This is an optimization exercise on Yosys and OpenROAD, whose aim is small area and a short achievable clock period, not a production implementation.
No run shown here included a check of the RTL's function; only the layout flow was run.

## design/flow/config.mk

```make
export PLATFORM = sky130hd
export DESIGN_NAME = sigma_delta_dac_3rdorder
export DESIGN_NICKNAME = sigma_delta_dac_3rdorder
export VERILOG_FILES = /design/flow/design.v
export SDC_FILE = /design/flow/constraint.sdc
export NUM_CORES = 4
export LEC_CHECK = 0
export CAP_MARGIN = 20
export CORE_MARGIN = 2
export CORE_UTILIZATION = 40
export SETUP_SLACK_MARGIN = 3.0
export SLEW_MARGIN = 20
```

## design/flow/design.v

```verilog
module sigma_delta_dac_3rdorder(
  input clk,
  input reset_n,
  input [15:0] d,
  output reg q
);
reg  [21:0] ao;
reg  [23:0] lr;
reg  [22:0] f;
reg         nf23;   
reg         s;      
wire [23:0] l = lr ^ 24'd0;
wire [21:0] a_in = { {5{nf23}}, d[15], ~d[15], d[14:0] };
wire [21:0] a_sum_p = ao ^ a_in;
wire [21:0] a_sum_g0 = ao & a_in;
wire a_sum_G1 = a_sum_g0[1] | ((a_sum_p[1] & ao[0]) & a_in[0]);
wire a_sum_G2 = a_sum_g0[3] | (a_sum_p[3] & a_sum_g0[2]);
wire a_sum_P2 = a_sum_p[3] & a_sum_p[2];
wire a_sum_G3 = a_sum_g0[5] | (a_sum_p[5] & a_sum_g0[4]);
wire a_sum_P3 = a_sum_p[5] & a_sum_p[4];
wire a_sum_G4 = a_sum_g0[7] | (a_sum_p[7] & a_sum_g0[6]);
wire a_sum_P4 = a_sum_p[7] & a_sum_p[6];
wire a_sum_G5 = a_sum_g0[9] | (a_sum_p[9] & a_sum_g0[8]);
wire a_sum_P5 = a_sum_p[9] & a_sum_p[8];
wire a_sum_G6 = a_sum_g0[11] | (a_sum_p[11] & a_sum_g0[10]);
wire a_sum_P6 = a_sum_p[11] & a_sum_p[10];
wire a_sum_G7 = a_sum_g0[13] | (a_sum_p[13] & a_sum_g0[12]);
wire a_sum_P7 = a_sum_p[13] & a_sum_p[12];
wire a_sum_G8 = a_sum_g0[15] | (a_sum_p[15] & a_sum_g0[14]);
wire a_sum_P8 = a_sum_p[15] & a_sum_p[14];
wire a_sum_G9 = a_sum_g0[17] | (a_sum_p[17] & a_sum_g0[16]);
wire a_sum_P9 = a_sum_p[17] & a_sum_p[16];
wire a_sum_G10 = a_sum_g0[19] | (a_sum_p[19] & a_sum_g0[18]);
wire a_sum_P10 = a_sum_p[19] & a_sum_p[18];
wire a_sum_G11 = a_sum_g0[21] | (a_sum_p[21] & a_sum_g0[20]);
wire a_sum_P11 = a_sum_p[21] & a_sum_p[20];
wire a_sum_H12 = a_sum_g0[2] | (a_sum_p[2] & a_sum_g0[1]);
wire a_sum_Q12 = a_sum_p[2] & a_sum_p[1];
wire a_sum_G13 = a_sum_H12 | (a_sum_Q12 & a_sum_g0[0]);
wire a_sum_G14 = a_sum_G2 | (a_sum_P2 & a_sum_G1);
wire a_sum_G15 = a_sum_g0[6] | (a_sum_p[6] & a_sum_G3);
wire a_sum_P15 = a_sum_p[6] & a_sum_P3;
wire a_sum_G16 = a_sum_G4 | (a_sum_P4 & a_sum_G3);
wire a_sum_P16 = a_sum_P4 & a_sum_P3;
wire a_sum_G17 = a_sum_g0[10] | (a_sum_p[10] & a_sum_G5);
wire a_sum_P17 = a_sum_p[10] & a_sum_P5;
wire a_sum_G18 = a_sum_G6 | (a_sum_P6 & a_sum_G5);
wire a_sum_P18 = a_sum_P6 & a_sum_P5;
wire a_sum_G19 = a_sum_g0[14] | (a_sum_p[14] & a_sum_G7);
wire a_sum_P19 = a_sum_p[14] & a_sum_P7;
wire a_sum_G20 = a_sum_G8 | (a_sum_P8 & a_sum_G7);
wire a_sum_P20 = a_sum_P8 & a_sum_P7;
wire a_sum_G21 = a_sum_g0[18] | (a_sum_p[18] & a_sum_G9);
wire a_sum_P21 = a_sum_p[18] & a_sum_P9;
wire a_sum_G22 = a_sum_G10 | (a_sum_P10 & a_sum_G9);
wire a_sum_P22 = a_sum_P10 & a_sum_P9;
wire a_sum_H23 = a_sum_g0[4] | (a_sum_p[4] & a_sum_g0[3]);
wire a_sum_Q23 = a_sum_p[4] & a_sum_p[3];
wire a_sum_G24 = a_sum_H23 | (a_sum_Q23 & a_sum_G13);
wire a_sum_G25 = a_sum_G3 | (a_sum_P3 & a_sum_G14);
wire a_sum_G26 = a_sum_G15 | (a_sum_P15 & a_sum_G14);
wire a_sum_G27 = a_sum_G16 | (a_sum_P16 & a_sum_G14);
wire a_sum_G28 = a_sum_g0[12] | (a_sum_p[12] & a_sum_G18);
wire a_sum_P28 = a_sum_p[12] & a_sum_P18;
wire a_sum_G29 = a_sum_G7 | (a_sum_P7 & a_sum_G18);
wire a_sum_P29 = a_sum_P7 & a_sum_P18;
wire a_sum_G30 = a_sum_G19 | (a_sum_P19 & a_sum_G18);
wire a_sum_P30 = a_sum_P19 & a_sum_P18;
wire a_sum_G31 = a_sum_G20 | (a_sum_P20 & a_sum_G18);
wire a_sum_P31 = a_sum_P20 & a_sum_P18;
wire a_sum_G32 = a_sum_g0[20] | (a_sum_p[20] & a_sum_G22);
wire a_sum_P32 = a_sum_p[20] & a_sum_P22;
wire a_sum_G33 = a_sum_G11 | (a_sum_P11 & a_sum_G22);
wire a_sum_P33 = a_sum_P11 & a_sum_P22;
wire a_sum_H34 = a_sum_g0[8] | (a_sum_p[8] & a_sum_g0[7]);
wire a_sum_Q34 = a_sum_p[8] & a_sum_p[7];
wire a_sum_G35 = a_sum_H34 | (a_sum_Q34 & a_sum_G26);
wire a_sum_G36 = a_sum_G5 | (a_sum_P5 & a_sum_G27);
wire a_sum_G37 = a_sum_G17 | (a_sum_P17 & a_sum_G27);
wire a_sum_G38 = a_sum_G18 | (a_sum_P18 & a_sum_G27);
wire a_sum_G39 = a_sum_G28 | (a_sum_P28 & a_sum_G27);
wire a_sum_G40 = a_sum_G29 | (a_sum_P29 & a_sum_G27);
wire a_sum_G41 = a_sum_G30 | (a_sum_P30 & a_sum_G27);
wire a_sum_G42 = a_sum_G31 | (a_sum_P31 & a_sum_G27);
wire a_sum_H43 = a_sum_g0[16] | (a_sum_p[16] & a_sum_g0[15]);
wire a_sum_Q43 = a_sum_p[16] & a_sum_p[15];
wire a_sum_G44 = a_sum_H43 | (a_sum_Q43 & a_sum_G41);
wire a_sum_G45 = a_sum_G9 | (a_sum_P9 & a_sum_G42);
wire a_sum_G46 = a_sum_G21 | (a_sum_P21 & a_sum_G42);
wire a_sum_G47 = a_sum_G22 | (a_sum_P22 & a_sum_G42);
wire a_sum_G48 = a_sum_G32 | (a_sum_P32 & a_sum_G42);
wire a_sum_G49 = a_sum_G33 | (a_sum_P33 & a_sum_G42);
wire [22:0] a_sum;
assign a_sum[0] = a_sum_p[0];
assign a_sum[1] = a_sum_p[1] ^ a_sum_g0[0];
assign a_sum[2] = a_sum_p[2] ^ a_sum_G1;
assign a_sum[3] = a_sum_p[3] ^ a_sum_G13;
assign a_sum[4] = a_sum_p[4] ^ a_sum_G14;
assign a_sum[5] = a_sum_p[5] ^ a_sum_G24;
assign a_sum[6] = a_sum_p[6] ^ a_sum_G25;
assign a_sum[7] = a_sum_p[7] ^ a_sum_G26;
assign a_sum[8] = a_sum_p[8] ^ a_sum_G27;
assign a_sum[9] = a_sum_p[9] ^ a_sum_G35;
assign a_sum[10] = a_sum_p[10] ^ a_sum_G36;
assign a_sum[11] = a_sum_p[11] ^ a_sum_G37;
assign a_sum[12] = a_sum_p[12] ^ a_sum_G38;
assign a_sum[13] = a_sum_p[13] ^ a_sum_G39;
assign a_sum[14] = a_sum_p[14] ^ a_sum_G40;
assign a_sum[15] = a_sum_p[15] ^ a_sum_G41;
assign a_sum[16] = a_sum_p[16] ^ a_sum_G42;
assign a_sum[17] = a_sum_p[17] ^ a_sum_G44;
assign a_sum[18] = a_sum_p[18] ^ a_sum_G45;
assign a_sum[19] = a_sum_p[19] ^ a_sum_G46;
assign a_sum[20] = a_sum_p[20] ^ a_sum_G47;
assign a_sum[21] = a_sum_p[21] ^ a_sum_G48;
assign a_sum[22] = a_sum_G49;
wire [23:0] o2 = { 2'b00, ao };
wire [23:0] o3 = { 2'b11, s, nf23, nf23, s, {8{nf23}}, ~f[22:13] };
wire [23:0] x  = l ^ o2 ^ o3;
wire [23:0] y  = { (l[22:0] & o2[22:0]) | (l[22:0] & o3[22:0]) | (o2[22:0] & o3[22:0]), 1'b1 };
wire [23:0] l_sum_p = x ^ y;
wire [23:0] l_sum_g0 = x & y;
wire l_sum_G1 = l_sum_g0[1] | ((l_sum_p[1] & x[0]) & y[0]);
wire l_sum_G2 = l_sum_g0[3] | (l_sum_p[3] & l_sum_g0[2]);
wire l_sum_P2 = l_sum_p[3] & l_sum_p[2];
wire l_sum_G3 = l_sum_g0[5] | (l_sum_p[5] & l_sum_g0[4]);
wire l_sum_P3 = l_sum_p[5] & l_sum_p[4];
wire l_sum_G4 = l_sum_g0[7] | (l_sum_p[7] & l_sum_g0[6]);
wire l_sum_P4 = l_sum_p[7] & l_sum_p[6];
wire l_sum_G5 = l_sum_g0[9] | (l_sum_p[9] & l_sum_g0[8]);
wire l_sum_P5 = l_sum_p[9] & l_sum_p[8];
wire l_sum_G6 = l_sum_g0[11] | (l_sum_p[11] & l_sum_g0[10]);
wire l_sum_P6 = l_sum_p[11] & l_sum_p[10];
wire l_sum_G7 = l_sum_g0[13] | (l_sum_p[13] & l_sum_g0[12]);
wire l_sum_P7 = l_sum_p[13] & l_sum_p[12];
wire l_sum_G8 = l_sum_g0[15] | (l_sum_p[15] & l_sum_g0[14]);
wire l_sum_P8 = l_sum_p[15] & l_sum_p[14];
wire l_sum_G9 = l_sum_g0[17] | (l_sum_p[17] & l_sum_g0[16]);
wire l_sum_P9 = l_sum_p[17] & l_sum_p[16];
wire l_sum_G10 = l_sum_g0[19] | (l_sum_p[19] & l_sum_g0[18]);
wire l_sum_P10 = l_sum_p[19] & l_sum_p[18];
wire l_sum_G11 = l_sum_g0[21] | (l_sum_p[21] & l_sum_g0[20]);
wire l_sum_P11 = l_sum_p[21] & l_sum_p[20];
wire l_sum_G12 = l_sum_g0[23] | (l_sum_p[23] & l_sum_g0[22]);
wire l_sum_P12 = l_sum_p[23] & l_sum_p[22];
wire l_sum_H13 = l_sum_g0[2] | (l_sum_p[2] & l_sum_g0[1]);
wire l_sum_Q13 = l_sum_p[2] & l_sum_p[1];
wire l_sum_G14 = l_sum_H13 | (l_sum_Q13 & l_sum_g0[0]);
wire l_sum_G15 = l_sum_G2 | (l_sum_P2 & l_sum_G1);
wire l_sum_G16 = l_sum_g0[6] | (l_sum_p[6] & l_sum_G3);
wire l_sum_P16 = l_sum_p[6] & l_sum_P3;
wire l_sum_G17 = l_sum_G4 | (l_sum_P4 & l_sum_G3);
wire l_sum_P17 = l_sum_P4 & l_sum_P3;
wire l_sum_G18 = l_sum_g0[10] | (l_sum_p[10] & l_sum_G5);
wire l_sum_P18 = l_sum_p[10] & l_sum_P5;
wire l_sum_G19 = l_sum_G6 | (l_sum_P6 & l_sum_G5);
wire l_sum_P19 = l_sum_P6 & l_sum_P5;
wire l_sum_G20 = l_sum_g0[14] | (l_sum_p[14] & l_sum_G7);
wire l_sum_P20 = l_sum_p[14] & l_sum_P7;
wire l_sum_G21 = l_sum_G8 | (l_sum_P8 & l_sum_G7);
wire l_sum_P21 = l_sum_P8 & l_sum_P7;
wire l_sum_G22 = l_sum_g0[18] | (l_sum_p[18] & l_sum_G9);
wire l_sum_P22 = l_sum_p[18] & l_sum_P9;
wire l_sum_G23 = l_sum_G10 | (l_sum_P10 & l_sum_G9);
wire l_sum_P23 = l_sum_P10 & l_sum_P9;
wire l_sum_G24 = l_sum_g0[22] | (l_sum_p[22] & l_sum_G11);
wire l_sum_P24 = l_sum_p[22] & l_sum_P11;
wire l_sum_G25 = l_sum_G12 | (l_sum_P12 & l_sum_G11);
wire l_sum_P25 = l_sum_P12 & l_sum_P11;
wire l_sum_H26 = l_sum_g0[4] | (l_sum_p[4] & l_sum_g0[3]);
wire l_sum_Q26 = l_sum_p[4] & l_sum_p[3];
wire l_sum_G27 = l_sum_H26 | (l_sum_Q26 & l_sum_G14);
wire l_sum_G28 = l_sum_G3 | (l_sum_P3 & l_sum_G15);
wire l_sum_G29 = l_sum_G16 | (l_sum_P16 & l_sum_G15);
wire l_sum_G30 = l_sum_G17 | (l_sum_P17 & l_sum_G15);
wire l_sum_G31 = l_sum_g0[12] | (l_sum_p[12] & l_sum_G19);
wire l_sum_P31 = l_sum_p[12] & l_sum_P19;
wire l_sum_G32 = l_sum_G7 | (l_sum_P7 & l_sum_G19);
wire l_sum_P32 = l_sum_P7 & l_sum_P19;
wire l_sum_G33 = l_sum_G20 | (l_sum_P20 & l_sum_G19);
wire l_sum_P33 = l_sum_P20 & l_sum_P19;
wire l_sum_G34 = l_sum_G21 | (l_sum_P21 & l_sum_G19);
wire l_sum_P34 = l_sum_P21 & l_sum_P19;
wire l_sum_G35 = l_sum_g0[20] | (l_sum_p[20] & l_sum_G23);
wire l_sum_P35 = l_sum_p[20] & l_sum_P23;
wire l_sum_G36 = l_sum_G11 | (l_sum_P11 & l_sum_G23);
wire l_sum_P36 = l_sum_P11 & l_sum_P23;
wire l_sum_G37 = l_sum_G24 | (l_sum_P24 & l_sum_G23);
wire l_sum_P37 = l_sum_P24 & l_sum_P23;
wire l_sum_G38 = l_sum_G25 | (l_sum_P25 & l_sum_G23);
wire l_sum_P38 = l_sum_P25 & l_sum_P23;
wire l_sum_H39 = l_sum_g0[8] | (l_sum_p[8] & l_sum_g0[7]);
wire l_sum_Q39 = l_sum_p[8] & l_sum_p[7];
wire l_sum_G40 = l_sum_H39 | (l_sum_Q39 & l_sum_G29);
wire l_sum_G41 = l_sum_G5 | (l_sum_P5 & l_sum_G30);
wire l_sum_G42 = l_sum_G18 | (l_sum_P18 & l_sum_G30);
wire l_sum_G43 = l_sum_G19 | (l_sum_P19 & l_sum_G30);
wire l_sum_G44 = l_sum_G31 | (l_sum_P31 & l_sum_G30);
wire l_sum_G45 = l_sum_G32 | (l_sum_P32 & l_sum_G30);
wire l_sum_G46 = l_sum_G33 | (l_sum_P33 & l_sum_G30);
wire l_sum_G47 = l_sum_G34 | (l_sum_P34 & l_sum_G30);
wire l_sum_H48 = l_sum_g0[16] | (l_sum_p[16] & l_sum_g0[15]);
wire l_sum_Q48 = l_sum_p[16] & l_sum_p[15];
wire l_sum_G49 = l_sum_H48 | (l_sum_Q48 & l_sum_G46);
wire l_sum_G50 = l_sum_G9 | (l_sum_P9 & l_sum_G47);
wire l_sum_G51 = l_sum_G22 | (l_sum_P22 & l_sum_G47);
wire l_sum_G52 = l_sum_G23 | (l_sum_P23 & l_sum_G47);
wire l_sum_G53 = l_sum_G35 | (l_sum_P35 & l_sum_G47);
wire l_sum_G54 = l_sum_G36 | (l_sum_P36 & l_sum_G47);
wire l_sum_G55 = l_sum_G37 | (l_sum_P37 & l_sum_G47);
wire l_sum_G56 = l_sum_G38 | (l_sum_P38 & l_sum_G47);
wire [24:0] l_sum;
assign l_sum[0] = l_sum_p[0];
assign l_sum[1] = l_sum_p[1] ^ l_sum_g0[0];
assign l_sum[2] = l_sum_p[2] ^ l_sum_G1;
assign l_sum[3] = l_sum_p[3] ^ l_sum_G14;
assign l_sum[4] = l_sum_p[4] ^ l_sum_G15;
assign l_sum[5] = l_sum_p[5] ^ l_sum_G27;
assign l_sum[6] = l_sum_p[6] ^ l_sum_G28;
assign l_sum[7] = l_sum_p[7] ^ l_sum_G29;
assign l_sum[8] = l_sum_p[8] ^ l_sum_G30;
assign l_sum[9] = l_sum_p[9] ^ l_sum_G40;
assign l_sum[10] = l_sum_p[10] ^ l_sum_G41;
assign l_sum[11] = l_sum_p[11] ^ l_sum_G42;
assign l_sum[12] = l_sum_p[12] ^ l_sum_G43;
assign l_sum[13] = l_sum_p[13] ^ l_sum_G44;
assign l_sum[14] = l_sum_p[14] ^ l_sum_G45;
assign l_sum[15] = l_sum_p[15] ^ l_sum_G46;
assign l_sum[16] = l_sum_p[16] ^ l_sum_G47;
assign l_sum[17] = l_sum_p[17] ^ l_sum_G49;
assign l_sum[18] = l_sum_p[18] ^ l_sum_G50;
assign l_sum[19] = l_sum_p[19] ^ l_sum_G51;
assign l_sum[20] = l_sum_p[20] ^ l_sum_G52;
assign l_sum[21] = l_sum_p[21] ^ l_sum_G53;
assign l_sum[22] = l_sum_p[22] ^ l_sum_G54;
assign l_sum[23] = l_sum_p[23] ^ l_sum_G55;
assign l_sum[24] = l_sum_G56;
wire [4:0]  fh = { s, f[22:19] } + { nf23, nf23, nf23, nf23, 1'b1 };
wire [23:0] fc = { fh, f[18:0] };
wire [23:0] xs = { 1'b0, x[23:1] };
wire [23:0] ys = { 1'b0, y[23:1] };
wire [23:0] s1 = fc ^ xs ^ ys;
wire [23:0] c1 = (fc & xs) | (fc & ys) | (xs & ys);
wire [23:0] c1s = { c1[22:0], x[0] };
wire [23:0] t_p = s1 ^ c1s;
wire [23:0] t_g0 = s1 & c1s;
wire t_G1 = t_g0[1] | ((t_p[1] & s1[0]) & c1s[0]);
wire t_G2 = t_g0[3] | (t_p[3] & t_g0[2]);
wire t_P2 = t_p[3] & t_p[2];
wire t_G3 = t_g0[5] | (t_p[5] & t_g0[4]);
wire t_P3 = t_p[5] & t_p[4];
wire t_G4 = t_g0[7] | (t_p[7] & t_g0[6]);
wire t_P4 = t_p[7] & t_p[6];
wire t_G5 = t_g0[9] | (t_p[9] & t_g0[8]);
wire t_P5 = t_p[9] & t_p[8];
wire t_G6 = t_g0[11] | (t_p[11] & t_g0[10]);
wire t_P6 = t_p[11] & t_p[10];
wire t_G7 = t_g0[13] | (t_p[13] & t_g0[12]);
wire t_P7 = t_p[13] & t_p[12];
wire t_G8 = t_g0[15] | (t_p[15] & t_g0[14]);
wire t_P8 = t_p[15] & t_p[14];
wire t_G9 = t_g0[17] | (t_p[17] & t_g0[16]);
wire t_P9 = t_p[17] & t_p[16];
wire t_G10 = t_g0[19] | (t_p[19] & t_g0[18]);
wire t_P10 = t_p[19] & t_p[18];
wire t_G11 = t_g0[21] | (t_p[21] & t_g0[20]);
wire t_P11 = t_p[21] & t_p[20];
wire t_G12 = t_g0[23] | (t_p[23] & t_g0[22]);
wire t_P12 = t_p[23] & t_p[22];
wire t_H13 = t_g0[2] | (t_p[2] & t_g0[1]);
wire t_Q13 = t_p[2] & t_p[1];
wire t_G14 = t_H13 | (t_Q13 & t_g0[0]);
wire t_G15 = t_G2 | (t_P2 & t_G1);
wire t_G16 = t_g0[6] | (t_p[6] & t_G3);
wire t_P16 = t_p[6] & t_P3;
wire t_G17 = t_G4 | (t_P4 & t_G3);
wire t_P17 = t_P4 & t_P3;
wire t_G18 = t_g0[10] | (t_p[10] & t_G5);
wire t_P18 = t_p[10] & t_P5;
wire t_G19 = t_G6 | (t_P6 & t_G5);
wire t_P19 = t_P6 & t_P5;
wire t_G20 = t_g0[14] | (t_p[14] & t_G7);
wire t_P20 = t_p[14] & t_P7;
wire t_G21 = t_G8 | (t_P8 & t_G7);
wire t_P21 = t_P8 & t_P7;
wire t_G22 = t_g0[18] | (t_p[18] & t_G9);
wire t_P22 = t_p[18] & t_P9;
wire t_G23 = t_G10 | (t_P10 & t_G9);
wire t_P23 = t_P10 & t_P9;
wire t_G24 = t_g0[22] | (t_p[22] & t_G11);
wire t_P24 = t_p[22] & t_P11;
wire t_G25 = t_G12 | (t_P12 & t_G11);
wire t_P25 = t_P12 & t_P11;
wire t_H26 = t_g0[4] | (t_p[4] & t_g0[3]);
wire t_Q26 = t_p[4] & t_p[3];
wire t_G27 = t_H26 | (t_Q26 & t_G14);
wire t_G28 = t_G3 | (t_P3 & t_G15);
wire t_G29 = t_G16 | (t_P16 & t_G15);
wire t_G30 = t_G17 | (t_P17 & t_G15);
wire t_G31 = t_g0[12] | (t_p[12] & t_G19);
wire t_P31 = t_p[12] & t_P19;
wire t_G32 = t_G7 | (t_P7 & t_G19);
wire t_P32 = t_P7 & t_P19;
wire t_G33 = t_G20 | (t_P20 & t_G19);
wire t_P33 = t_P20 & t_P19;
wire t_G34 = t_G21 | (t_P21 & t_G19);
wire t_P34 = t_P21 & t_P19;
wire t_G35 = t_g0[20] | (t_p[20] & t_G23);
wire t_P35 = t_p[20] & t_P23;
wire t_G36 = t_G11 | (t_P11 & t_G23);
wire t_P36 = t_P11 & t_P23;
wire t_G37 = t_G24 | (t_P24 & t_G23);
wire t_P37 = t_P24 & t_P23;
wire t_G38 = t_G25 | (t_P25 & t_G23);
wire t_P38 = t_P25 & t_P23;
wire t_H39 = t_g0[8] | (t_p[8] & t_g0[7]);
wire t_Q39 = t_p[8] & t_p[7];
wire t_G40 = t_H39 | (t_Q39 & t_G29);
wire t_G41 = t_G5 | (t_P5 & t_G30);
wire t_G42 = t_G18 | (t_P18 & t_G30);
wire t_G43 = t_G19 | (t_P19 & t_G30);
wire t_G44 = t_G31 | (t_P31 & t_G30);
wire t_G45 = t_G32 | (t_P32 & t_G30);
wire t_G46 = t_G33 | (t_P33 & t_G30);
wire t_G47 = t_G34 | (t_P34 & t_G30);
wire t_H48 = t_g0[16] | (t_p[16] & t_g0[15]);
wire t_Q48 = t_p[16] & t_p[15];
wire t_G49 = t_H48 | (t_Q48 & t_G46);
wire t_G50 = t_G9 | (t_P9 & t_G47);
wire t_G51 = t_G22 | (t_P22 & t_G47);
wire t_G52 = t_G23 | (t_P23 & t_G47);
wire t_G53 = t_G35 | (t_P35 & t_G47);
wire t_G54 = t_G36 | (t_P36 & t_G47);
wire t_G55 = t_G37 | (t_P37 & t_G47);
wire t_G56 = t_G38 | (t_P38 & t_G47);
wire [24:0] t;
assign t[0] = t_p[0];
assign t[1] = t_p[1] ^ t_g0[0];
assign t[2] = t_p[2] ^ t_G1;
assign t[3] = t_p[3] ^ t_G14;
assign t[4] = t_p[4] ^ t_G15;
assign t[5] = t_p[5] ^ t_G27;
assign t[6] = t_p[6] ^ t_G28;
assign t[7] = t_p[7] ^ t_G29;
assign t[8] = t_p[8] ^ t_G30;
assign t[9] = t_p[9] ^ t_G40;
assign t[10] = t_p[10] ^ t_G41;
assign t[11] = t_p[11] ^ t_G42;
assign t[12] = t_p[12] ^ t_G43;
assign t[13] = t_p[13] ^ t_G44;
assign t[14] = t_p[14] ^ t_G45;
assign t[15] = t_p[15] ^ t_G46;
assign t[16] = t_p[16] ^ t_G47;
assign t[17] = t_p[17] ^ t_G49;
assign t[18] = t_p[18] ^ t_G50;
assign t[19] = t_p[19] ^ t_G51;
assign t[20] = t_p[20] ^ t_G52;
assign t[21] = t_p[21] ^ t_G53;
assign t[22] = t_p[22] ^ t_G54;
assign t[23] = t_p[23] ^ t_G55;
assign t[24] = t_G56;
always @(negedge reset_n or posedge clk)
  if (!reset_n) begin
    ao   <= 22'h200000;
    lr   <= 24'd0;
    f    <= 23'd0;
    nf23 <= 1'b1;
    s    <= 1'b0;
    q    <= 1'b0;
  end else begin
    ao   <= a_sum[21:0];
    lr   <= l_sum[23:0] ^ 24'd0;
    f    <= t[22:0];
    nf23 <= ~(t[23] ^ l_sum[23] ^ l_sum[24]);
    s    <= t[23] ^ l_sum[23] ^ l_sum[24];
    q    <= nf23;
  end
endmodule
```

## design/flow/run.sh

```bash
#!/bin/bash
# synth_recipe.tcl (not shown) runs the flow's synth.tcl, then flattens the netlist and writes it again
# the make line also repeats each setting of config.mk as NAME=value (left out here)
make -C /OpenROAD-flow-scripts/flow DESIGN_CONFIG=/design/flow/config.mk WORK_HOME=/design/flow/orfs CLKGATE_MAP_FILE= SYNTH_SCRIPT=/design/flow/synth_recipe.tcl finish
```

## design/flow/constraint.sdc

```tcl
create_clock -name core_clock -period 7.0 [get_ports {clk}]
set_input_delay 1.4000 -clock core_clock [delete_from_list [all_inputs] [get_ports {clk}]]
set_output_delay 1.4000 -clock core_clock [all_outputs]
set_load 0.01 [all_outputs]
```

==> results.sh, run 1 <==
export IMPL_status="complete, no violations"
export IMPL_overflow=0
export IMPL_slew_headroom_pct=37.4
export IMPL_syn_inst=530
export IMPL_slew_viol_final=0
export IMPL_fin_skew_ps=4.90
export IMPL_hold_viol=0
export IMPL_track_usage_pct=17.6
export IMPL_routed_via_count=3809
export IMPL_wl_per_cell_um=14.8
export IMPL_h_tree_depth=3
export IMPL_layout_drive_gt1_share_pct=10.2
export IMPL_worstSetupPathType="register to register"
export IMPL_final_util_pct=47.7
export IMPL_drt_vias_per_instance=5.02
export IMPL_finalWirelength_mm=11.3
export IMPL_initial_core_util_pct=40.6
export IMPL_die_w_um=122
export IMPL_clkTransAtPathRegs_ps=60
export IMPL_synth_fp_nets=665
export IMPL_drcViolationCount=0
export IMPL_fin_crit_sh_pct=58.0
export IMPL_synth_seq_cells=72
export IMPL_end_kind="register"
export IMPL_cts_tree="done"
export IMPL_tritoncts_num_buffers=9
export IMPL_rsz0062_at_grt="true"
export IMPL_synth_warnings=1
export IMPL_ant_nets=0
export IMPL_synth_edff_count=0
export IMPL_core_area_sq_um=13800
export IMPL_synth_area_sq_um=5590
export IMPL_grt_max_degree=73
export IMPL_gp_congestion=0.818
export IMPL_synth_top_flop_cell="dfrtp_1"
export IMPL_area_delta_synth_final_pct=17.6
export IMPL_fp_row_count=43
export IMPL_ys_seq_area_share_pct=32.3
export IMPL_ioPinCount=19
export IMPL_fin_tns_setup_ps=0
export IMPL_diodes=0
export IMPL_async_reset_ff_share_pct=100
export IMPL_dieHeight_um=122
export IMPL_hpwl_mm=8.70
export IMPL_synth_area_per_cell_sq_um=10.6
export IMPL_clockBufferDepth=2
export IMPL_grt_pass1_vias=4077
export IMPL_cts_root_buffer="clkbuf_16"
export IMPL_ctsHoldBuffers=0
export IMPL_antenna_found_initial=0
export IMPL_worst_pin_slew_ps=939
export IMPL_worst_path_max_fanout=4
export IMPL_dieArea_sq_um=14900
export IMPL_drtIter0Drc=165
export IMPL_setup_viol=0
export IMPL_holdCritPathClass="register to register"
export IMPL_start_kind="register"
export IMPL_maxCapViolations=0
export IMPL_clkSinkCount=72
export IMPL_n_fill_cell=1305
export IMPL_grt_pass1_wl_mm=20.0
export IMPL_fin_crit_ps=4060
export IMPL_worst_ep_required_time_ps=7220
export IMPL_clk_latency_ps=350
export IMPL_arrival_ps=4280
export IMPL_synthDistinctLibCells=40
export IMPL_timing_fmax_ghz=0.246
export IMPL_first_pass_iters=4
export IMPL_portBuffers=18
export IMPL_nets=709
==> stage by stage <==
step	hold WS, ps	setup slack (ps)	std cells	instance area [sq um]
2_1_floorplan	480	3020	530	5600
3_3_place_gp	522	2540	728	6000
3_5_place_dp	522	2430	728	6000
4_1_cts	536	2890	756	6490
5_1_grt	568	2790	759	6580
6_report	533	2940	759	6580
==> cell type report <==
cell class / count / area (sq um) / area share (%)
multi-input cells: 388 / 3670 / 55.8
flip-flops and latches: 72 / 1810 / 27.5
repair buffers: 33 / 290 / 4.41
inverters: 70 / 263 / 4.00
clock buffers: 9 / 225 / 3.42
well taps: 180 / 225 / 3.42
clock inverters: 7 / 95.1 / 1.45
==> metal layers <==
layer | track usage, % | share of wire (%)
met5 | 0 | 0
met4 | 5.53 | 2.2
met3 | 4.69 | 3.0
met2 | 29.8 | 50
met1 | 21.8 | 44
==> sequential cells by signal (all words and copies together), names as in the netlist <==
register  cells
lr           24
f            23
ao           22
nf23          1
q             1
s             1
==> synth_stat cells, types with 4 or more instances <==
master	count	area, sq um
inv_1	70	263
nor3_1	16	80.1
a21oi_1	32	160
nor2_1	46	173
o21ai_0	15	75.1
nor2b_1	6	37.5
o31ai_1	4	30.0
o21a_1	17	128
nand4_1	5	31.3
dfrtp_1	70	1750
nand2_1	17	63.8
o21bai_1	6	45.0
nand3_1	4	20.0
xnor2_1	40	350
fa_1	47	941
xor2_1	16	140
a21o_1	16	120
ha_1	70	876
==> critical path, cell delays in order, from the launching register on <==
cell and delay, ps:
dfrtp_1 370, inv_2 50, fa_1 540, inv_1 60
fa_1 490, inv_2 50, ha_4 150, or3_4 380
o221ai_4 210, o22ai_4 110, a21bo_2 260, a221o_1 330
a21o_1 240, o41a_1 360, xnor2_2 170, xor2_1 170
==> path summary, 6_finish.rpt <==
check	from	to	slack, ps	cells past startpoint
max	f[15]	s	2940	15
min	ao[0]	ao[0]	530	1
max reg2reg	f[15]	s	2940	15
min reg2reg	ao[0]	ao[0]	530	1
max in group asynchronous	reset_n	f[16]	5160	1
min in group asynchronous	reset_n	lr[19]	1190	1
==> cell families after synthesis <==
group / count (synthesis) / synth area share (%)
fa+ha+maj: 117 / 32.5
compound gates: 111 / 13.2
simple gates: 103 / 8.32
flops: 72 / 32.3
buf+inv: 70 / 4.70
xor+xnor: 57 / 9.06
==> what timing repair did <==
item	4_1_cts	5_1_grt
gates resized for setup	17	12
pin swaps	9	6
endpoints found under the setup margin	10	7
buffers inserted	12	3
hold endpoints to repair	0	0
==> placed cells by master (no fill, tap or decap), drive strengths merged, types with 2 or more instances in the layout <==
master and instances:
a221oi 2, o22ai 2, o21ai 15, xor2 16
xnor2 41, a31oi 2, o21a 17, a21o 16
clkinv 3, nor2b 6, bufinv 2, o21bai 6
a21boi 2, a21oi 32, o31ai 4, nand2b 2
nand3 4, nor2 46, dfrtp 70, buf 16
nand4 5, clkdlybuf4s50 17, nand2 17, fa 47
ha 70, and3 2, a211oi 3, nor3 16
inv 71, and2 2, a2111oi 2, dfstp 2
clkbuf 9
==> run 2, diff against run 1 <==
--- a/design/flow/design.v
+++ b/design/flow/design.v
@@ -11,4 +11,5 @@
 reg         s;      
+reg         na;     
 wire [23:0] l = lr ^ 24'd0;
-wire [21:0] a_in = { {5{nf23}}, d[15], ~d[15], d[14:0] };
+wire [21:0] a_in = { {5{na}}, d[15], ~d[15], d[14:0] };
 wire [21:0] a_sum_p = ao ^ a_in;
@@ -368,2 +369,3 @@
     s    <= 1'b0;
+    na   <= 1'b1;
     q    <= 1'b0;
@@ -375,3 +377,4 @@
     s    <= t[23] ^ l_sum[23] ^ l_sum[24];
-    q    <= nf23;
+    na   <= (t[23] ^ l_sum[24]) ~^ l_sum[23];
+    q    <= na;
   end
==> run 2 against run 1 <==
Against the previous run: still clean on timing, DRC and antenna; worst hold slack got worse by 71 ps; critical path depth shrank 3; critical path type unchanged.
==> results.sh, run 2 <==
export IMPL_dieArea_sq_um=15500
export IMPL_async_reset_ff_share_pct=100
export IMPL_synth_fp_nets=661
export IMPL_fin_cells=755
export IMPL_syn_inst=526
export IMPL_synthDistinctLibCells=53
export IMPL_synthTopCellsByCount="inv_1, dfrtp_1, ha_1, xnor2_1, fa_1"
export IMPL_rsz0062_at_grt="false"
export IMPL_fp_row_count=43
export IMPL_hpwl_mm=8.91
export IMPL_dpl_instance_area_sq_um=6200
export IMPL_largestRegisters="lr: 24 flops, f: 23 flops, ao: 22 flops"
export IMPL_gp_congestion=0.865
export IMPL_synth_area_per_cell_sq_um=11.0
export IMPL_portBuffers=18
export IMPL_clkTransAtPathRegs_ps=50
export IMPL_worst_pin_slew_ps=696
export IMPL_timing_final_ws_setup_ps=3130
export IMPL_tritoncts_num_buffers=9
export IMPL_worst_ep_required_time_ps=7270
export IMPL_dieHeight_um=124
export IMPL_first_pass_iters=5
export IMPL_synth_edff_count=0
export IMPL_die_w_um=124
export IMPL_synth_top_flop_cell="dfrtp_1"
export IMPL_ctsHoldBuffers=0
export IMPL_ys_seq_area_share_pct=31.6
export IMPL_dp_slack_ps=2860
export IMPL_grt_max_degree=74
export IMPL_track_usage_pct=15.8
export IMPL_layout_drive_gt1_share_pct=10.1
export IMPL_setup_viol=0
export IMPL_end_kind="register"
export IMPL_area_delta_synth_final_pct=14.7
export IMPL_wl_per_cell_um=14.9
export IMPL_clk_latency_ps=340
export IMPL_overflow=0
export IMPL_fin_skew_ps=5.39
export IMPL_cts_tree="done"
export IMPL_cts_root_buffer="clkbuf_16"
export IMPL_drtIter0Drc=115
export IMPL_synth_warnings=1
export IMPL_yosys_area_top_type="dfrtp_1"
export IMPL_synth_area_sq_um=5790
export IMPL_netlist_area_leader_share_pct=30.2
export IMPL_drcViolationCount=0
export IMPL_synth_seq_cells=73
export IMPL_maxCapViolations=0
export IMPL_diodes=0
export IMPL_fin_crit_ps=3870
export IMPL_grt_pass1_wl_mm=19.6
export IMPL_holdCritPathClass="register to register"
export IMPL_worst_path_max_fanout=4
export IMPL_synthTopCellsByArea="dfrtp_1, fa_1, ha_1, xnor2_1, inv_1"
export IMPL_slew_viol_final=0
export IMPL_ioPinCount=19
export IMPL_fin_tns_setup_ps=0
export IMPL_slew_headroom_pct=53.6
export IMPL_drt_vias_per_instance=4.97
export IMPL_synth_most_common_cell="inv_1"
export IMPL_nets=705
export IMPL_arrival_ps=4140
export IMPL_status="complete, no violations"
export IMPL_largest_register_ffs=24
export IMPL_finalWirelength_mm=11.3
export IMPL_ant_nets=0
export IMPL_finalInstanceArea_sq_um=6640
export IMPL_initial_core_util_pct=41.4
export IMPL_clkSinkCount=73
export IMPL_routed_via_count=3755
export IMPL_grt_pass1_vias=4014
export IMPL_antenna_found_initial=0
export IMPL_final_util_pct=47.5
export IMPL_fin_crit_sh_pct=55.3
export IMPL_clockBufferDepth=2
export IMPL_start_kind="register"
export IMPL_core_area_sq_um=14000
export IMPL_h_tree_depth=3
export IMPL_hold_viol=0
export IMPL_regMostFlops="lr"
export IMPL_dp_cells=725
export IMPL_worstSetupPathType="register to register"
export IMPL_final_cell_mix="inv_1, dfrtp_1, ha_1"
export IMPL_timing_fmax_ghz=0.258
## run 2: cell types whose count changed after synthesis, moves of 6 or more
cell     delta
nor3_1      -9
nand2_1     -6
nor2_1      -9
a21oi_1     -6
o21a_1      -6
xnor2_1    +11
or3_1       +6
## run 2: per-layer routing
metal	routed length, um	part of all wire [%]	global-route usage, %	vias up
li1	-	-	-	1879
met1	5330	47	20.9	1835
met2	5420	48	25.8	25
met3	232	2.1	2.96	16
met4	273	2.4	6.28	0
met5	0	0	0	-
## run 2: cells by family (layout without fill, tap and decap cells)
family | Yosys count | after routing | synth area share, %
AOI/OAI and AO/OA | 107 | 107 | 14.5
adders and majority gates | 117 | 117 | 31.4
buffers and inverters | 71 | 120 | 4.60
DFF | 73 | 73 | 31.6
xor gates and xnor gates | 67 | 67 | 10.1
and+or+nand+nor | 91 | 91 | 7.84
## run 2: what timing repair did
item | CTS | global route
endpoints found under the hold margin | 0 | 0
setup buffers | 0 | 14
setup endpoints to repair | 3 | 5
pin swaps | 0 | 12
gates resized for setup | 2 | 10
## run 2: layout make-up
class	count	area, sq um
clock buffer	15	248
clock inverter	1	30.0
fill	1304	7340
inverter	71	267
multi-input combinational	382	3740
sequential	73	1840
tap	180	225
timing repair buffer	33	294
## run 2: per-stage QoR
| stage | hold WS, ps |
|---|---|
| 6_report | 462 |
| 5_1_grt | 471 |
| 4_1_cts | 462 |
| 3_5_place_dp | 455 |
| 3_3_place_gp | 456 |
| 2_1_floorplan | 428 |
## run 2: worst paths after layout
check	startpoint	end	slack [ps]	cells after the start
max	f[16]	na	3130	12
min	na	q	460	0
max reg2reg	f[16]	na	3130	12
min reg2reg	na	q	460	0
max in group asynchronous	reset_n	f[16]	5410	1
min in group asynchronous	reset_n	ao[6]	1090	1
## run 2: critical path: stages (launching register included)
cell and delay, ps:
dfrtp_2 440, fa_1 520, inv_2 50, fa_1 500, ha_4 190, or3_4 380
o2111a_2 310, a311oi_4 340, o211a_4 250, o41ai_4 80, o41ai_4 350, xnor2_2 200
xor2_1 180
==> run 3, diff against run 2 <==
==> design/flow/flow/run.sh (new file) <==
#!/bin/bash
# The standard layout (standard.sh), with two changes to how it is made:
#  - clock tree synthesis with its own options (below), without dummy loads;
#  - port buffers of the smallest buffer cell (every port still gets one).
# Each tool's full output is in the ORFS logs under orfs/logs; make's own
# output is in standard.log.
bash standard.sh \
  "CTS_ARGS=-sink_clustering_enable -repair_clock_nets -buf_list sky130_fd_sc_hd__clkbuf_8 -dont_use_dummy_load" \
  "BUFFER_PORTS_ARGS=-buffer_cell sky130_fd_sc_hd__buf_1" \
  finish > standard.log 2>&1
==> design/flow/standard.sh (new file) <==
#!/bin/bash
# synth_recipe.tcl (not shown) runs the flow's synth.tcl, then flattens the netlist and writes it again
# the make line also repeats each setting of config.mk as NAME=value (left out here)
make -C /OpenROAD-flow-scripts/flow DESIGN_CONFIG=/design/flow/config.mk WORK_HOME=/design/flow/orfs CLKGATE_MAP_FILE= SYNTH_SCRIPT=/design/flow/synth_recipe.tcl "${@:-finish}"
--- a/design/flow/config.mk
+++ b/design/flow/config.mk
@@ -10,3 +10,3 @@
 export CORE_UTILIZATION = 40
-export SETUP_SLACK_MARGIN = 3.0
+export SETUP_SLACK_MARGIN = 3.3
 export SLEW_MARGIN = 20
removed: design/flow/run.sh
==> run 3 against run 2 <==
Against the previous run: count of clock-buffer cells in the layout fell by 6; still clean on timing, DRC and antenna; final area shrank 1.9%; utilization fell by 0.89 points; final cell count shrank 0.26%.
==> results.sh, run 3 <==
export IMPL_arrival_ps=3990
export IMPL_clk_latency_ps=370
export IMPL_synth_top_flop_cell="dfrtp_1"
export IMPL_cp_depth=13
export IMPL_antenna_found_initial=0
export IMPL_die_w_um=124
export IMPL_wl_per_cell_um=15.1
export IMPL_drcViolationCount=0
export IMPL_fin_cells=753
export IMPL_hpwl_mm=8.91
export IMPL_final_util_pct=46.6
export IMPL_netlist_area_leader_share_pct=30.2
export IMPL_diodes=0
export IMPL_worst_pin_slew_ps=971
export IMPL_worst_ep_required_time_ps=7280
export IMPL_synth_seq_cells=73
export IMPL_crit_buf_inv=2
export IMPL_ys_seq_area_share_pct=31.6
export IMPL_reg2reg_depth=13
export IMPL_fin_crit_ps=3700
export IMPL_ioPinCount=19
export IMPL_synthTopCellsByArea="dfrtp_1, fa_1, ha_1, xnor2_1, inv_1"
export IMPL_largest_register_ffs=24
export IMPL_reg2reg_from="ao[4]"
export IMPL_worstSetupPathType="register to register"
export IMPL_grt_max_degree=74
export IMPL_drtIter0Drc=87
export IMPL_slowest_stage="fa_1"
export IMPL_h_tree_depth=3
export IMPL_ant_nets=0
export IMPL_fin_skew_ps=15.5
export IMPL_synth_warnings=1
export IMPL_overflow=0
export IMPL_area_delta_synth_final_pct=12.5
export IMPL_grt_pass1_vias=4088
export IMPL_n_fill_cell=1306
export IMPL_initial_core_util_pct=41.4
export IMPL_dieArea_sq_um=15500
export IMPL_worst_path_max_fanout=4
export IMPL_rr_endpoint="na"
export IMPL_synth_most_common_cell="inv_1"
export IMPL_holdCritPathClass="register to register"
export IMPL_grt_pass1_wl_mm=19.7
export IMPL_clockBufferDepth=2
export IMPL_maxCapViolations=0
export IMPL_timing_fmax_ghz=0.270
export IMPL_gp_congestion=0.788
export IMPL_fin_crit_sh_pct=52.9
export IMPL_start_kind="register"
export IMPL_regMostFlops="lr"
export IMPL_drt_vias_per_instance=4.94
export IMPL_crit_path_end="na"
export IMPL_dieHeight_um=124
export IMPL_end_kind="register"
export IMPL_track_usage_pct=15.9
export IMPL_finalWirelength_mm=11.4
export IMPL_crit_path_start="ao[4]"
export IMPL_final_cell_mix="inv_1, dfrtp_1, ha_1"
export IMPL_status="complete, no violations"
export IMPL_multi_input_area_sq_um=3840
export IMPL_rsz0062_at_grt="true"
export IMPL_synth_area_sq_um=5790
export IMPL_layout_drive_gt1_share_pct=12.4
export IMPL_first_pass_iters=4
export IMPL_syn_inst=526
export IMPL_clkSinkCount=73
export IMPL_finalInstanceArea_sq_um=6520
export IMPL_ff_latch_area_sq_um=1830
export IMPL_synthTopCellsByCount="inv_1, dfrtp_1, ha_1, xnor2_1, fa_1"
export IMPL_slowest_delay_ps=570
export IMPL_cts_root_buffer="clkbuf_8"
export IMPL_nets=710
export IMPL_routed_via_count=3723
export IMPL_synth_fp_nets=661
export IMPL_hold_viol=0
export IMPL_tritoncts_num_buffers=9
export IMPL_slew_headroom_pct=35.3
export IMPL_clkTransAtPathRegs_ps=70
export IMPL_synth_area_per_cell_sq_um=11.0
export IMPL_synth_edff_count=0
export IMPL_slew_viol_final=0
export IMPL_cts_tree="done"
export IMPL_crit_chain="fa_1 > inv_1 > fa_1 > inv_2 > ha_4 > or3_4 > o2111a_2 > a311oi_4 > o211a_4 > o41ai_4 > o41ai_4 > xnor2_2 > xor2_1"
export IMPL_fin_tns_setup_ps=0
export IMPL_ff2ff_setup_slack_ps=3300
export IMPL_synthDistinctLibCells=53
export IMPL_core_area_sq_um=14000
export IMPL_largestRegisters="lr: 24 flops, f: 23 flops, ao: 22 flops"
export IMPL_yosys_area_top_type="dfrtp_1"
export IMPL_fp_row_count=43
export IMPL_dpl_instance_area_sq_um=6110
export IMPL_setup_viol=0
export IMPL_async_reset_ff_share_pct=100
export IMPL_crit_family="adder cells"
export IMPL_portBuffers=18
export IMPL_dp_cells=725
==> run 3: cell counts after synthesis <==
No cell type changed its count.
==> run 3: how the worst min path moves through the flow <==
stage	from	to	slack, ps	cells past startpoint
finish	na	q	480	0
global route	na	q	490	0
CTS	na	q	480	0
detailed placement	na	q	470	0
global placement	na	q	470	0
floorplan	na	q	430	0
==> run 3: stage by stage <==
| step | setup WS, ps | hold slack (ps) |
|---|---|---|
| CTS | 3250 | 482 |
| finish | 3300 | 480 |
| floorplan | 3330 | 428 |
| detailed placement | 3000 | 469 |
| global route | 3140 | 491 |
| global placement | 3100 | 469 |
==> run 3: kinds of logic after synthesis <==
family,after synthesis,share of synthesized area (%)
buffers and inverters,71,4.60
adders and majority gates,117,31.4
and+or+nand+nor,91,7.84
DFF,73,31.6
AOI/OAI and AO/OA,107,14.5
xor gates and xnor gates,67,10.1
==> run 3: cell type report <==
| type | instances | area share, % |
|---|---|---|
| clock buffers | 9 | 1.90 |
| well taps | 180 | 3.45 |
| multi-input cells | 382 | 59.0 |
| inverters | 71 | 4.09 |
| flip-flops and latches | 73 | 28.1 |
| repair buffers | 38 | 3.45 |
==> run 3: timing repair <==
| item | 4_1_cts | 5_1_grt |
|---|---|---|
| pin swaps | 5 | 9 |
| setup buffers | 9 | 10 |
| resized for setup | 4 | 23 |
| hold buffers | 0 | 0 |
| setup endpoints to repair | 11 | 15 |
==> run 3: per-layer routing <==
| metal | vias up | part of all wire, % | global-route usage, % |
|---|---|---|---|
| met3 | 21 | 2.0 | 2.32 |
| met5 | - | 0 | 0 |
| li1 | 1869 | - | - |
| met1 | 1800 | 48 | 21.2 |
| met4 | 0 | 3.1 | 7.53 |
| met2 | 33 | 47 | 25.5 |
==> run 3: worst reg2reg max path: stages, from the launching register on <==
cell and delay (ps):
dfrtp_1 410, fa_1 570, inv_1 60, fa_1 490, inv_2 50, ha_4 150
or3_4 360, o2111a_2 290, a311oi_4 280, o211a_4 230, o41ai_4 90, o41ai_4 270
xnor2_2 190, xor2_1 190
==> run 4, diff against run 3 <==
--- a/design/flow/design.v
+++ b/design/flow/design.v
@@ -8,8 +8,8 @@
 reg  [23:0] lr;
-reg  [22:0] f;
-reg         nf23;   
-reg         s;      
-reg         na;     
+reg  [22:0] fr;
+reg         nf23;
+wire        s = ~nf23;
 wire [23:0] l = lr ^ 24'd0;
-wire [21:0] a_in = { {5{na}}, d[15], ~d[15], d[14:0] };
+wire [22:0] f = fr ^ 23'h7fe000;
+wire [21:0] a_in = { {5{nf23}}, d[15], ~d[15], d[14:0] };
 wire [21:0] a_sum_p = ao ^ a_in;
@@ -366,6 +366,4 @@
     lr   <= 24'd0;
-    f    <= 23'd0;
+    fr   <= 23'h7fe000;
     nf23 <= 1'b1;
-    s    <= 1'b0;
-    na   <= 1'b1;
     q    <= 1'b0;
@@ -374,7 +372,5 @@
     lr   <= l_sum[23:0] ^ 24'd0;
-    f    <= t[22:0];
+    fr   <= t[22:0] ^ 23'h7fe000;
     nf23 <= ~(t[23] ^ l_sum[23] ^ l_sum[24]);
-    s    <= t[23] ^ l_sum[23] ^ l_sum[24];
-    na   <= (t[23] ^ l_sum[24]) ~^ l_sum[23];
-    q    <= na;
+    q    <= nf23;
   end
==> design/flow/flow/run.sh (replaced) <==
#!/bin/bash
# The standard layout (standard.sh) with changes to how it is made:
#  - clock tree synthesis with its own options (below), without dummy loads;
#  - port buffers of the smallest buffer cell (every port still gets one);
#  - extra make settings: 
# Each tool's full output is in the ORFS logs under orfs/logs; make's own
# output is in standard.log.
bash standard.sh \
  "CTS_ARGS=-sink_clustering_enable -repair_clock_nets -buf_list sky130_fd_sc_hd__clkbuf_8 -dont_use_dummy_load" \
  "BUFFER_PORTS_ARGS=-buffer_cell sky130_fd_sc_hd__buf_1" \
   \
  finish > standard.log 2>&1
--- a/design/flow/config.mk
+++ b/design/flow/config.mk
@@ -10,3 +10,3 @@
 export CORE_UTILIZATION = 40
-export SETUP_SLACK_MARGIN = 3.3
+export SETUP_SLACK_MARGIN = 3.6
 export SLEW_MARGIN = 20
==> run 4 against run 3 <==
Against the previous run: clock skew shrank 2.7 ps; via count is 3.4% higher; global-route usage increased by 1.5 points; flip-flop and latch count is 2 lower; register-to-register slack better by 40 ps; count of clock-buffer cells in the layout unchanged; final area up 1.4%; first-iteration DRC count is 3.4% lower; synthesized cell count grew 1.7%; highest routed layer unchanged.
==> results.sh, run 4 <==
export IMPL_status="complete, no violations"
export IMPL_synthSimpleGateAreaFrac_pct=6.94
export IMPL_dp_cells=733
export IMPL_largest_register_ffs=24
export IMPL_arrival_ps=3950
export IMPL_h_tree_depth=3
export IMPL_n_fill_cell=1321
export IMPL_synth_top_family_by_area="adder cells"
export IMPL_clkSinkCount=71
export IMPL_cp_depth=11
export IMPL_tritoncts_num_buffers=9
export IMPL_crit_buf_inv=0
export IMPL_busiest_layer="met2"
export IMPL_grt_max_degree=72
export IMPL_clockBufferDepth=2
export IMPL_ys_seq_area_share_pct=31.3
export IMPL_synth_mux_area_share_pct=0.349
export IMPL_synthTopCellsByArea="dfrtp_1, fa_1, ha_1, xnor2_1, inv_1"
export IMPL_netlist_area_leader_share_pct=25.8
export IMPL_first_pass_iters=4
export IMPL_synth_warnings=1
export IMPL_crit_family="adder cells"
export IMPL_regMostFlops="lr"
export IMPL_grt_pass1_wl_mm=20.1
export IMPL_async_reset_ff_share_pct=100
export IMPL_cts_root_buffer="clkbuf_8"
export IMPL_grt_pass1_vias=4275
export IMPL_track_usage_pct=17.3
export IMPL_slew_viol_final=0
export IMPL_initial_core_util_pct=41.1
export IMPL_synth_most_common_cell="inv_1"
export IMPL_crit_chain="fa_1 > fa_1 > ha_4 > a21o_1 > a311oi_2 > nor3b_4 > o32a_1 > o31ai_4 > o41ai_2 > xnor2_1 > xnor2_1"
export IMPL_synth_xor_area_share_pct=9.48
export IMPL_syn_inst=535
export IMPL_hold_path_depth=1
export IMPL_ioPinCount=19
export IMPL_start_kind="register"
export IMPL_worst_ep_required_time_ps=7290
export IMPL_diodes=0
export IMPL_final_cell_mix="inv_1, ha_1, dfrtp_1"
export IMPL_timing_fmax_ghz=0.273
export IMPL_worst_pin_slew_ps=945
export IMPL_drtIter0Drc=84
export IMPL_synth_edff_count=0
export IMPL_cts_tree="done"
export IMPL_synthAdderAreaFrac_pct=32.1
export IMPL_slew_headroom_pct=37.0
export IMPL_fin_tns_setup_ps=0
export IMPL_end_kind="register"
export IMPL_synth_seq_cells=71
export IMPL_layout_drive_gt1_share_pct=16.6
export IMPL_synth_top_flop_cell="dfrtp_1"
export IMPL_core_area_sq_um=13900
export IMPL_ant_nets=0
export IMPL_synthDistinctLibCells=49
export IMPL_synth_compound_area_share_pct=14.1
export IMPL_setup_viol=0
export IMPL_overflow=0
export IMPL_mostFrequentLayoutCell="inv_1"
export IMPL_hpwl_mm=9.04
export IMPL_synth_area_sq_um=5730
export IMPL_portBuffers=18
export IMPL_routed_via_count=3850
export IMPL_dieArea_sq_um=15300
export IMPL_worst_path_max_fanout=6
export IMPL_fp_row_count=43
export IMPL_fin_skew_ps=12.8
export IMPL_holdCritPathClass="register to register"
export IMPL_rsz0062_at_grt="true"
export IMPL_reg2reg_depth=11
export IMPL_dieHeight_um=124
export IMPL_hold_viol=0
export IMPL_fin_cells=764
export IMPL_largestRegisters="lr: 24 flops, fr: 23 flops, ao: 22 flops"
export IMPL_gr_usage_met1_pct=21.9
export IMPL_synth_fp_nets=672
export IMPL_finalWirelength_mm=11.6
export IMPL_area_delta_synth_final_pct=15.4
export IMPL_use_met2_pct=29.3
export IMPL_die_w_um=124
export IMPL_gp_congestion=0.817
export IMPL_slowest_stage="dfstp_4"
export IMPL_nets=723
export IMPL_synth_area_per_cell_sq_um=10.7
export IMPL_wl_per_cell_um=15.2
export IMPL_worstSetupPathType="register to register"
export IMPL_antenna_found_initial=0
export IMPL_grt_met3_usage_pct=3.57
export IMPL_fin_crit_ps=3660
export IMPL_maxCapViolations=0
export IMPL_fin_crit_sh_pct=52.3
export IMPL_slowest_delay_ps=680
export IMPL_clk_latency_ps=370
export IMPL_synthTopCellsByCount="inv_1, ha_1, dfrtp_1, fa_1, xnor2_1"
export IMPL_drcViolationCount=0
export IMPL_yosys_area_top_type="dfrtp_1"
export IMPL_clkTransAtPathRegs_ps=70
export IMPL_drt_vias_per_instance=5.04
[run 4: cell types whose count changed in the layout (fill, tap and decap cells not counted), sizes merged, moves of 5 or more]
| cell | previous run | this run |
|---|---|---|
| dfstp | 3 | 12 |
| inv | 71 | 87 |
| xnor2 | 51 | 41 |
| a31oi | 2 | 7 |
| dfrtp | 70 | 59 |
| xor2 | 16 | 21 |
| or3 | 7 | 0 |
| a21oi | 26 | 40 |
| o21a | 11 | 6 |
[run 4: worst paths after layout]
path / from / end / slack (ps)
max: nf23 / nf23 / 3340
min: ao[0] / ao[0] / 620
max reg2reg: nf23 / nf23 / 3340
min reg2reg: ao[0] / ao[0] / 620
max in group asynchronous: reset_n / lr[19] / 5200
min in group asynchronous: reset_n / ao[1] / 1150
[run 4: through the flow]
stage	utilization [%]	hold slack (ps)	cell area, sq um	setup slack, ps
after floorplan	-	528	5760	3460
after global placement	43.5	594	6060	3200
after detailed placement	43.5	595	6060	3020
after CTS	45.9	621	6390	3320
after global routing	47.5	646	6610	3150
final	47.5	620	6610	3340
[run 4: cells by family after synthesis]
group                      count (synthesis)
adders and majority gates                119
AOI/OAI and AO/OA                        112
buffers and inverters                     87
and+or+nand+nor                           82
DFF                                       71
xor gates and xnor gates                  62
muxes                                      2
[run 4: worst reg2reg max path: cells and delay by family, from the launching register on]
family                     cells  cell delay (ps)
and+or+nand+nor                1              240
AOI/OAI and AO/OA              5             1110
adders and majority gates      3             1230
DFF                            1              680
xor gates and xnor gates       2              310
[run 4: area by class of cell]
cell class	count	area (sq um)	share of cell area, %
repair buffers	40	248	3.75
flip-flops and latches	71	1800	27.2
well taps	180	225	3.41
clock buffers	9	124	1.87
inverters	87	327	4.94
multi-input cells	377	3890	58.9
[run 4: metal layers]
metal | wire (um) | share of wire, %
met1 | 5350 | 46
met3 | 296 | 2.5
met4 | 173 | 1.5
met5 | 0 | 0
met2 | 5820 | 50
[run 4: repair_timing]
action / CTS / global route
hold buffers: 0 / 0
gates cloned: 0 / 0
setup endpoints to repair: 17 / 19
pin swaps: 23 / 23
resized for setup: 21 / 26
setup buffers: 12 / 10
==> run 5, diff against run 4 <==
--- a/design/flow/config.mk
+++ b/design/flow/config.mk
@@ -9,4 +9,5 @@
 export CORE_MARGIN = 2
-export CORE_UTILIZATION = 40
+export CORE_UTILIZATION = 60
 export SETUP_SLACK_MARGIN = 3.6
 export SLEW_MARGIN = 20
+export TNS_END_PERCENT = 0
==> run 5 against run 4 <==
Against the previous run: still clean on timing, DRC and antenna; synthesized cell count stayed put; utilization is 21 points higher; register-to-register slack worse by 50 ps; sequential share of layout area is 1.2 points higher; worst hold slack worse by 55 ps; setup slack worse by 54 ps; critical path depth is 3 higher.
==> results.sh, run 5 <==
export IMPL_status="complete, no violations"
export IMPL_cts_tree="done"
export IMPL_worstSetupPathType="register to register"
export IMPL_synth_seq_cells=71
export IMPL_gp_congestion=0.851
export IMPL_timing_fmax_ghz=0.269
export IMPL_fp_row_count=35
export IMPL_finalWirelength_mm=11.4
export IMPL_syn_inst=535
export IMPL_fin_skew_ps=16.1
export IMPL_mostFrequentLayoutCell="inv_1"
export IMPL_ys_seq_area_share_pct=31.3
export IMPL_slowest_stage="fa_1"
export IMPL_start_kind="register"
export IMPL_overflow=0
export IMPL_maxCapViolations=0
export IMPL_diodes=0
export IMPL_tritoncts_num_buffers=9
export IMPL_synthTopCellsByArea="dfrtp_1, fa_1, ha_1, xnor2_1, inv_1"
export IMPL_grt_pass1_wl_mm=19.6
export IMPL_synth_most_common_cell="inv_1"
export IMPL_drcViolationCount=0
export IMPL_core_area_sq_um=9240
export IMPL_clk_latency_ps=350
export IMPL_regMostFlops="lr"
export IMPL_hpwl_mm=8.97
export IMPL_h_tree_depth=3
export IMPL_async_reset_ff_share_pct=100
export IMPL_largest_register_ffs=24
export IMPL_synthTopCellsByCount="inv_1, ha_1, dfrtp_1, fa_1, xnor2_1"
export IMPL_holdCritPathClass="register to register"
export IMPL_final_cell_mix="inv_1, ha_1, dfrtp_1"
export IMPL_min_from="ao[0]"
export IMPL_synth_top_flop_cell="dfrtp_1"
export IMPL_antenna_found_initial=0
export IMPL_dieArea_sq_um=10300
export IMPL_fin_crit_sh_pct=53.1
export IMPL_fin_tns_setup_ps=0
export IMPL_first_pass_iters=4
export IMPL_ctsHoldBuffers=0
export IMPL_netlist_area_leader_share_pct=25.8
export IMPL_clockBufferDepth=2
export IMPL_crit_path_start="nf23"
export IMPL_fin_crit_ps=3710
export IMPL_drtIter0Drc=103
export IMPL_synth_area_sq_um=5730
export IMPL_slew_headroom_pct=33.2
export IMPL_largestRegisters="lr: 24 flops, fr: 23 flops, ao: 22 flops"
export IMPL_grt_max_degree=72
export IMPL_routed_via_count=3825
export IMPL_wl_per_cell_um=16.2
export IMPL_track_usage_pct=25.0
export IMPL_synth_warnings=1
export IMPL_nets=716
export IMPL_arrival_ps=3990
export IMPL_dieHeight_um=102
export IMPL_crit_chain="buf_4 > buf_4 > fa_1 > inv_1 > fa_1 > inv_2 > ha_4 > and4_1 > nand2_1 > o32a_1 > o31ai_2 > o41ai_2 > xnor2_1 > xnor2_1"
export IMPL_slowest_delay_ps=510
export IMPL_synth_edff_count=0
export IMPL_ioPinCount=19
export IMPL_layout_drive_gt1_share_pct=12.1
export IMPL_rsz0062_at_grt="true"
export IMPL_synth_area_per_cell_sq_um=10.7
export IMPL_worst_ep_required_time_ps=7270
export IMPL_portBuffers=18
export IMPL_cts_root_buffer="clkbuf_8"
export IMPL_end_kind="register"
export IMPL_clkSinkCount=71
export IMPL_slew_viol_final=0
export IMPL_area_delta_synth_final_pct=10.5
export IMPL_ant_nets=0
export IMPL_synthDistinctLibCells=49
export IMPL_grt_pass1_vias=4121
export IMPL_initial_core_util_pct=62.0
export IMPL_drt_vias_per_instance=5.42
export IMPL_worst_pin_slew_ps=1000
export IMPL_synth_fp_nets=672
export IMPL_reg2reg_from="nf23"
export IMPL_die_w_um=102
export IMPL_yosys_area_top_type="dfrtp_1"
export IMPL_clkTransAtPathRegs_ps=70
export IMPL_hold_viol=0
export IMPL_setup_viol=0
export IMPL_worst_path_max_fanout=6
run 5: per-layer routing:
metal | routed length (um) | global-route usage [%]
met4 | 106 | 5.30
met1 | 5090 | 31.4
met5 | 0 | 0
met3 | 227 | 5.31
met2 | 6020 | 44.4
run 5: per-stage QoR:
stage	util [%]	area [sq um]	hold WS, ps	std cells	worst slack [ps]
floorplan	-	5760	528	535	3460
detailed placement	64.8	5990	550	682	3120
global placement	64.8	5990	547	682	3230
CTS	67.5	6240	567	699	3350
global route	68.5	6330	594	706	3170
finish	68.5	6330	564	706	3290
run 5: cell families (layout without fill, tap and decap cells):
| logic type | Yosys count | in the layout | share of synthesized area, % |
|---|---|---|---|
| flip-flops | 71 | 71 | 31.3 |
| AND/OR/NAND/NOR | 82 | 82 | 6.94 |
| AO/OA/AOI/OAI | 112 | 112 | 14.1 |
| XOR/XNOR | 62 | 62 | 9.48 |
| adder cells (fa/ha/maj) | 119 | 119 | 32.1 |
| buffers and inverters | 87 | 129 | 5.70 |
| multiplexers | 2 | 2 | 0.349 |
run 5: timing repair:
item | 4_1_cts | 5_1_grt
pin swaps | 9 | 18
endpoints found under the setup margin | 18 | 24
buffers inserted | 8 | 7
resized for setup | 9 | 11
run 5: layout make-up:
type	count	area, sq um
Tap cell	129	161
Sequential cell	71	1800
Inverter	87	327
Fill cell	739	2910
Clock buffer	9	124
Timing Repair Buffer	33	184
Multi-Input combinational cell	377	3740
run 5: worst paths after layout:
check / cells after the start / end / slack, ps
max in group asynchronous: 1 / ao[16] / 5110
setup / recovery: 14 / nf23 / 3290
setup reg to reg: 14 / nf23 / 3290
hold / removal: 1 / ao[0] / 560
hold reg to reg: 1 / ao[0] / 560
min in group asynchronous: 1 / ao[1] / 1210
run 5: critical path: cells and delay by family (launching register included):
family / cells / cell delay, ps
buffers and inverters: 4 / 420
and+or+nand+nor: 2 / 270
adders and majority gates: 3 / 1270
AOI/OAI and AO/OA: 3 / 830
xor gates and xnor gates: 2 / 350
DFF: 1 / 500

-- static timing again, ports no longer ideal --
How much do the figures lean on ideal ports? The routed layouts below were timed once more, with nothing changed but the port constraints. Step 1: set_driving_cell puts a clkbuf_16 on clk and a buf_2 on each other input, an assumption about the parent block. Step 2, shift: input delay + t, output delay - t, t = (earliest + latest rising clock arrival at the registers) / 2. This alone moves slack from input paths to output paths. Slacks: ideal ports / drivers / drivers and shift; pairs: ideal ports / drivers.
| run | t (ns) | setup slack, ns | worst setup path at the end |
|---|---|---|---|
| run 1 | 0.385 | 2.937 / 2.937 / 2.810 | input to register |
| run 2 | 0.383 | 3.129 / 3.129 / 2.845 | input to register |
| run 3 | 0.393 | 3.298 / 3.298 / 3.143 | input to register |
| run 4 | 0.400 | 3.340 / 3.340 / 3.340 | register to register |
| run 5 | 0.380 | 3.287 / 3.287 / 3.249 | input to register |
After both steps every run listed still meets setup and hold. The setup slack of run 2, which loses most, moves by 0.000 ns with the drivers and by -0.284 ns with both steps.
